This is an optimization exercise on Yosys and OpenROAD, whose aim is small area and a short achievable clock period, not a production implementation.
Function was checked by simulation only, so behaviour that the tests miss may differ from the original.
Power and IR drop assume default switching activity.

`design/flow/run.sh`:
```
#!/bin/bash
# synth_recipe.tcl (not shown) runs the flow's synth.tcl, then flattens the netlist and writes it again
# the make line also repeats each setting of config.mk as NAME=value (left out here)
make -C /OpenROAD-flow-scripts/flow DESIGN_CONFIG=/design/flow/config.mk WORK_HOME=/design/flow/orfs CLKGATE_MAP_FILE= SYNTH_SCRIPT=/design/flow/synth_recipe.tcl finish
```
`design/flow/config.mk`:
```
export PLATFORM = sky130hd
export DESIGN_NAME = AGC
export DESIGN_NICKNAME = AGC
export VERILOG_FILES = /design/flow/design.v
export SDC_FILE = /design/flow/constraint.sdc
export NUM_CORES = 4
export LEC_CHECK = 0
export CAP_MARGIN = 20
export CORE_MARGIN = 2
export CORE_UTILIZATION = 40
export SLEW_MARGIN = 20
```
`design/flow/constraint.sdc`:
```
create_clock -name core_clock -period 12.5 [get_ports {clk}]
set_input_delay 2.5000 -clock core_clock [delete_from_list [all_inputs] [get_ports {clk}]]
set_output_delay 2.5000 -clock core_clock [all_outputs]
set_load 0.01 [all_outputs]
```
`design/flow/design.v`:
```
`default_nettype none
module isqrt
  #(parameter WIDTH = 8)
   (input  wire  [WIDTH*2-1:0] x,
    output logic [WIDTH-1:0] root);
    logic [WIDTH+3:0] rem;
    logic [WIDTH+3:0] trial;
    integer i;
    always_comb begin
        rem = '0;
        root = '0;
        for (i = WIDTH-1; i >= 0; i = i - 1) begin
            rem = {rem[WIDTH+1:0], x[2*i+1], x[2*i]};
            trial = {2'b00, root, 2'b01};
            if (rem >= trial) begin
                rem = rem - trial;
                root = {root[WIDTH-2:0], 1'b1};
            end else begin
                root = {root[WIDTH-2:0], 1'b0};
            end
        end
    end
endmodule
`default_nettype none
module udiv
  #(parameter DW = 16,
    parameter VW = 8,
    parameter QW = 8,
    parameter BITS_PER_STAGE = 2)
   (input  wire clk, reset_n,
    input  wire  [DW-1:0] dividend,
    input  wire  [VW-1:0] divisor,
    input  wire  in_valid,
    output logic [QW-1:0] quotient,
    output logic out_valid);
    localparam STAGES = DW / BITS_PER_STAGE;
    logic [VW:0]   rem_q [STAGES-1:0];
    logic [DW-1:0] dd_q  [STAGES-1:0];    
    logic [QW-1:0] quo_q [STAGES-1:0];
    logic [VW-1:0] dv_q  [STAGES-1:0];
    logic [STAGES-1:0] v_q;
    logic [VW:0]   rem_n [STAGES-1:0];
    logic [DW-1:0] dd_n  [STAGES-1:0];
    logic [QW-1:0] quo_n [STAGES-1:0];
    logic [VW-1:0] dv_n  [STAGES-1:0];
    integer s, b;
    always_comb begin
        for (s = 0; s < STAGES; s = s + 1) begin
            if (s == 0) begin
                rem_n[s] = '0;
                dd_n[s]  = dividend;
                quo_n[s] = '0;
                dv_n[s]  = divisor;
            end else begin
                rem_n[s] = rem_q[s-1];
                dd_n[s]  = dd_q[s-1];
                quo_n[s] = quo_q[s-1];
                dv_n[s]  = dv_q[s-1];
            end
            for (b = 0; b < BITS_PER_STAGE; b = b + 1) begin
                rem_n[s] = {rem_n[s][VW-1:0], dd_n[s][DW-1]};
                dd_n[s]  = {dd_n[s][DW-2:0], 1'b0};
                if (rem_n[s] >= {1'b0, dv_n[s]}) begin
                    rem_n[s] = rem_n[s] - {1'b0, dv_n[s]};
                    quo_n[s] = {quo_n[s][QW-2:0], 1'b1};
                end else begin
                    quo_n[s] = {quo_n[s][QW-2:0], 1'b0};
                end
            end
        end
    end
    always_ff @(posedge clk) begin
        if (~reset_n) begin
            for (s = 0; s < STAGES; s = s + 1) begin
                rem_q[s] <= '0;
                dd_q[s]  <= '0;
                quo_q[s] <= '0;
                dv_q[s]  <= '0;
            end
            v_q <= '0;
        end else begin
            for (s = 0; s < STAGES; s = s + 1) begin
                rem_q[s] <= rem_n[s];
                dd_q[s]  <= dd_n[s];
                quo_q[s] <= quo_n[s];
                dv_q[s]  <= dv_n[s];
            end
            v_q <= {v_q[STAGES-2:0], in_valid};
        end
    end
    assign quotient  = quo_q[STAGES-1];
    assign out_valid = v_q[STAGES-1];
endmodule
`default_nettype none
module RMS
  #(parameter WIDTH = 8,
    parameter WINDOW_2N = 8)
   (input  wire signed [WIDTH-1:0] s_TDATA,  
    input  wire s_TVALID,
    output logic [WIDTH-1:0] rms_TDATA,      
    output logic rms_TVALID,
    input  wire clk, reset_n);
    logic [WINDOW_2N-1:0] write_idx;
    logic [WINDOW_2N:0] initial_write_cntr;
    reg [WIDTH*2-1:0] fifo [(2**WINDOW_2N-1):0];
    logic [WIDTH*2-1:0] tail;
    logic filled;
    assign filled = initial_write_cntr >= (1 << WINDOW_2N);
    logic [WIDTH*2-1:0] s_sq;
    logic sq_valid;
    logic [(WIDTH*2+WINDOW_2N-1):0] squares_sum;
    logic [WIDTH*2-1:0] sq_p0, sq_p1;
    logic v_p0, v_p1;
    always_ff @(posedge clk) begin
        if (~reset_n) begin
            sq_p0 <= '0; sq_p1 <= '0; s_sq <= '0;
            v_p0 <= 1'b0; v_p1 <= 1'b0; sq_valid <= 1'b0;
        end else begin
            sq_p0 <= s_TDATA * s_TDATA;
            sq_p1 <= sq_p0;
            s_sq  <= sq_p1;
            v_p0  <= s_TVALID;
            v_p1  <= v_p0;
            sq_valid <= v_p1;
        end
    end
    always_ff @(posedge clk) begin
        if (~reset_n) begin
            write_idx <= '0;
        end else if (sq_valid) begin
            fifo[write_idx] <= s_sq;
            write_idx <= write_idx + 1;
        end
    end
    always_ff @(posedge clk)
        if (~reset_n)
            initial_write_cntr <= '0;
        else if (~filled & sq_valid)
            initial_write_cntr <= initial_write_cntr + 1;
    assign tail = filled ? fifo[write_idx] : '0;
    always_ff @(posedge clk)
        if (~reset_n)
            squares_sum <= '0;
        else if (sq_valid)
            squares_sum <= squares_sum + s_sq - tail;
    logic [WIDTH*2-1:0] mean_sq;
    logic [WIDTH-1:0] sqrt_out;
    always_ff @(posedge clk)
        if (~reset_n)
            mean_sq <= '0;
        else
            mean_sq <= squares_sum[(WIDTH*2+WINDOW_2N-1):WINDOW_2N];
    isqrt #(.WIDTH(WIDTH)) sqrt1 (.x(mean_sq), .root(sqrt_out));
    always_ff @(posedge clk)
        if (~reset_n)
            rms_TDATA <= '0;
        else
            rms_TDATA <= sqrt_out;
    assign rms_TVALID = filled;  
endmodule
`default_nettype none
module AGC
  #(parameter TARGET  = 81,
    parameter WINDOW_2N = 8,
    parameter INIT_POS = 128)
   (input  wire [7:0] S_TDATA,
    input  wire S_TVALID,
    output logic [7:0] M_TDATA,
    output logic M_TVALID,
    input wire clk, reset_n);
    logic [7:0] rms_tdata;
    logic rms_tvalid;
    RMS #(.WIDTH(8),
          .WINDOW_2N(WINDOW_2N)) rms_0(.s_TDATA(S_TDATA),
                                       .s_TVALID(S_TVALID),
                                       .rms_TDATA(rms_tdata),
                                       .rms_TVALID(rms_tvalid),
                                       .clk(clk), .reset_n(reset_n));
    logic [7:0] current_pos;
    logic [15:0] product;
    always_ff @(posedge clk) begin
        if (~reset_n)
            product <= '0;
        else begin
            product <= current_pos * TARGET;
        end
    end
    logic [7:0] quotient;
    logic div_out_tvalid;
    udiv #(.DW(16), .VW(8), .QW(8), .BITS_PER_STAGE(2)) div_0 (
        .clk(clk), .reset_n(reset_n),
        .dividend(product), .divisor(rms_tdata), .in_valid(rms_tvalid),
        .quotient(quotient), .out_valid(div_out_tvalid));
    always_ff @(posedge clk) begin
        if (~reset_n)
            current_pos <= INIT_POS;
        else if (div_out_tvalid)
            current_pos <= quotient;
    end
    always_ff @(posedge clk)
        if (~reset_n) M_TVALID <= 0;
        else          M_TVALID <= div_out_tvalid;
    assign M_TDATA = current_pos;
endmodule
```
==> results.cfg <==
[critical_path]
path_class = reg2reg
max_fo_critical_path = 8
reg2reg_from = rms_0.mean_sq[13]
cp.buffers_inverters = 7
cp-end-kind = register
max_stage_delay_ps = 540
cp_data_required_time_ps = 13330
reg2reg_slack_ps = 740
worst-path-stages = 54
critical_path_s_slowest_cell = or4b_4
critical-path-top-cell-by-count = ha_1
crit_path_start_kind = register
setup.worst_path.end = rms_0.rms_TDATA[0]
path_delay_family = simple AND/OR/NAND/NOR gates
critPathArrivalTime_ps = 12590
worst_reg2reg_endpoint = rms_0.rms_TDATA[0]
timing.reg2reg.worst_path_depth = 54
timing.critical_path.from = rms_0.mean_sq[13]

[synth]
synth_edf_count = 3840
netlist_instances = 8190
synth_seq_area_share_pct = 72.8
ys_seq_elements = 4181
distinct_cells_synth = 83
syn_area_sq_um = 168000
synth.avg_cell_area_sq_um = 20.5
synth-main-ff-cell = edfxtp_1
yosysWarnings = 12
synth-async-reset-ratio_pct = 0

[floorplanning]
die_h_um = 652
start_util_pct = 40.2
floorplan.die.width_um = 652
placement_rows = 237
design.die.area_sq_um = 425000
core-area_sq_um = 417000
io_pins = 20

[sta]
slew_headroom_pct = 18.0
rsz_0062_raised_after_global_routing = false
clock.fmax_ghz = 0.0851
maxSlewViolCount = 0
finalHoldViolations = 0
finalSetupViolations = 0
post_route_hold_slack_ps = 430
worst_slew_pin_slew_ps = 1230
final_period_minus_worst_setup_slack_ps = 11760
min_period_over_period_pct = 94.1
tns_ps = 0
timing.final.ws_setup_ps = 743
clock_skew_ps = 64.9

[clock_network]
clock_tree.htree_level_count = 5
clk_pin_slew_ps = 60
clock_latency_ps = 990
cts.path.max_buffers = 4
holdBufCountCts = 0
cts_inserted_buffers = 416
cts.sinks = 4181
tritoncts = done
ctsRootBufferMaster = clkbuf_16

[global_routing]
grt_max_degree = 237
groute.layer.met1.usage_pct = 27.2
groute.layer.met2.usage_pct = 30.3
globalRoute.totalOverflow = 0
global_route.usage.total_pct = 19.0
gr_busiest_metal = met2
antenna_found_initial = 25
grt_use_met3_pct = 3.02
grt_pass1_vias = 83400
wire_length_of_the_first_global_routing_pass_um = 592000

[pwr]
power-per-cell-area_nw_per_um2 = 170
irDropWorstVdd_v = 0.000128
leakage_nw = 60.1

[routing]
post-route-drc-count = 0
routed-via-count = 81600
routed_wire_length_per_instance_um = 28.2
first_iter_violations = 9009
drt_pre_antenna_iters = 5
detail_route.vias_per_cell = 5.62
postRouteAntennaNets = 0
routed_wirelength_um = 409000

[flow_run]
drv.max_cap_violation_count = 0

[final_layout]
layout.cells.most_common_list = edfxtp_1, mux4_2, nor2_1
utilization_pct = 45.7
final.fill_count = 34500
layout.cells.most_common = edfxtp_1
finalNetCount = 8990
post_route_cells_drive_above_1_share_pct = 26.7
syn_to_final_growth_pct = 13.7
layoutNonFillerInstCount = 14500

[place]
place.port_buffers = 19
gpl.final_weighted_congestion = 0.806
placedCellCount = 13700
dp.final_hpwl_um = 241000
dp_slack_ps = 196

[run_status]
status = no timing/DRC/antenna violations

[worst_hold_path]
hold_path_class = reg2reg
[sequential cells by signal, indices dropped and copies added (netlist names), 16 cells and up, named ones only]
signal,count
div_0.rem_q,56
div_0.dd_q,56
div_0.quo_q,20
div_0.dv_q,56
rms_0.mean_sq,16
rms_0.fifo,3840
rms_0.squares_sum,24
[metal layers]
layer	routed length (um)	share of wire (%)
met2	195000	48
met3	29200	7.1
met4	11400	2.8
met5	54	0.013
met1	174000	43
[power by group]
| part | total (mW) | switching [mW] | internal [mW] |
|---|---|---|---|
| combinational | 4.49 | 2.52 | 1.97 |
| clock | 12.3 | 5.26 | 7.02 |
| sequential | 15.7 | 0.133 | 15.5 |
| total | 32.5 | 7.91 | 24.5 |
[layout make-up]
type | instances | area, sq um | area share, %
diodes | 15 | 37.5 | 0.0197
flip-flops and latches | 4181 | 122000 | 64.1
clock buffers | 545 | 11100 | 5.83
inverters | 287 | 1090 | 0.570
well taps | 5497 | 6880 | 3.61
clock inverters | 219 | 2210 | 1.16
repair buffers | 451 | 3900 | 2.05
multi-input cells | 3320 | 43300 | 22.7
[synthesized netlist by cell type, types with 4 or more instances]
library cell / count / area share [%]
ha_1: 245 / 1.8
nor3b_1: 7 / 0.031
a21o_1: 52 / 0.23
a31oi_1: 6 / 0.022
inv_1: 285 / 0.64
or3_1: 14 / 0.052
o21bai_1: 8 / 0.036
nand2_1: 128 / 0.29
o21ai_0: 107 / 0.32
a311oi_1: 8 / 0.042
buf_1: 82 / 0.18
a21boi_0: 6 / 0.027
nand2b_1: 30 / 0.11
nand3_1: 46 / 0.14
nor4_1: 7 / 0.026
and2_1: 173 / 0.64
mux2i_1: 26 / 0.16
a211oi_1: 21 / 0.094
a31o_2: 4 / 0.021
buf_2: 5 / 0.015
a2bb2oi_1: 10 / 0.052
or2_2: 9 / 0.034
o21a_1: 13 / 0.058
a21oi_1: 136 / 0.41
dfxtp_1: 341 / 4.1
xnor2_1: 106 / 0.55
mux4_2: 1275 / 17
mux2_2: 26 / 0.17
nor2b_1: 62 / 0.23
nor2_1: 524 / 1.2
nand4_1: 31 / 0.12
xor2_1: 31 / 0.16
nor3_1: 29 / 0.086
o31a_1: 6 / 0.031
edfxtp_1: 3840 / 69
and3_1: 14 / 0.052
clkbuf_1: 310 / 0.69
o31ai_1: 10 / 0.045
fa_1: 77 / 0.92
or4_1: 8 / 0.036
[timing repair]
item                                    CTS  global route
gates resized for setup                   0            21
setup buffers                             0             3
endpoints found under the setup margin    0             1
endpoints found under the hold margin     0             0
[through the flow]
stage	cell area [sq um]	total power, mW
after floorplan	168000	19.2
after global placement	177000	20.3
after detailed placement	177000	20.4
after CTS	190000	32.7
after global routing	191000	33.8
final	191000	32.5
[kinds of logic (layout without fill, tap and decap cells)]
group           count (synthesis)  in the layout  share of synthesized area, %
compound gates                426            426                          1.62
flops                        4181           4181                          72.8
fa+ha+maj                     322            322                          2.74
mux                          1328           1328                          17.4
xor+xnor                      137            137                         0.715
other cells                     2             19                       0.00447
simple gates                 1103           1103                          3.13
buf+inv                       691           1502                          1.57
[worst min path at each step]
stage                     start                end  slack [ps]  cells past startpoint
2_1_floorplan        product[8]  div_0.dd_q[0][10]         410                      1
3_3_place_gp       div_0.v_q[6]       div_0.v_q[7]         410                      1
3_5_place_dp       div_0.v_q[0]       div_0.v_q[1]         420                      1
4_1_cts        div_0.dd_q[0][5]   div_0.dd_q[1][7]         430                      1
5_1_grt         rms_0.sq_p1[14]     rms_0.s_sq[14]         440                      1
6_report           div_0.v_q[5]       div_0.v_q[6]         430                      1

[static timing again, ports no longer ideal]
How much do the figures lean on ideal ports? The routed layout below was timed once more, with nothing changed but the port constraints.
Step 1 (the two cells are an assumption about what drives the block):
set clk [get_ports {clk}]
set_driving_cell -lib_cell sky130_fd_sc_hd__clkbuf_16 $clk
set_driving_cell -lib_cell sky130_fd_sc_hd__buf_2 [delete_from_list [all_inputs] $clk]
Step 2 times the ports against the registers' clock, not the clock port: input delays grow and output delays shrink by t, the midpoint of the rising clock arrivals with the driver on.
Three values: ideal, step 1, step 2; two values: the first two.
t (ns): 1.067
setup WS [ns]: 0.743 / 0.743 / 0.743
latest minus earliest clock arrival (ns): 0.071 / 0.071
worst register clock-pin slew, ns: 0.07 / 0.07
After both steps setup and hold are still met in this run. For this run, drivers alone change the setup slack by 0.000 ns; drivers and shift together by 0.000 ns.
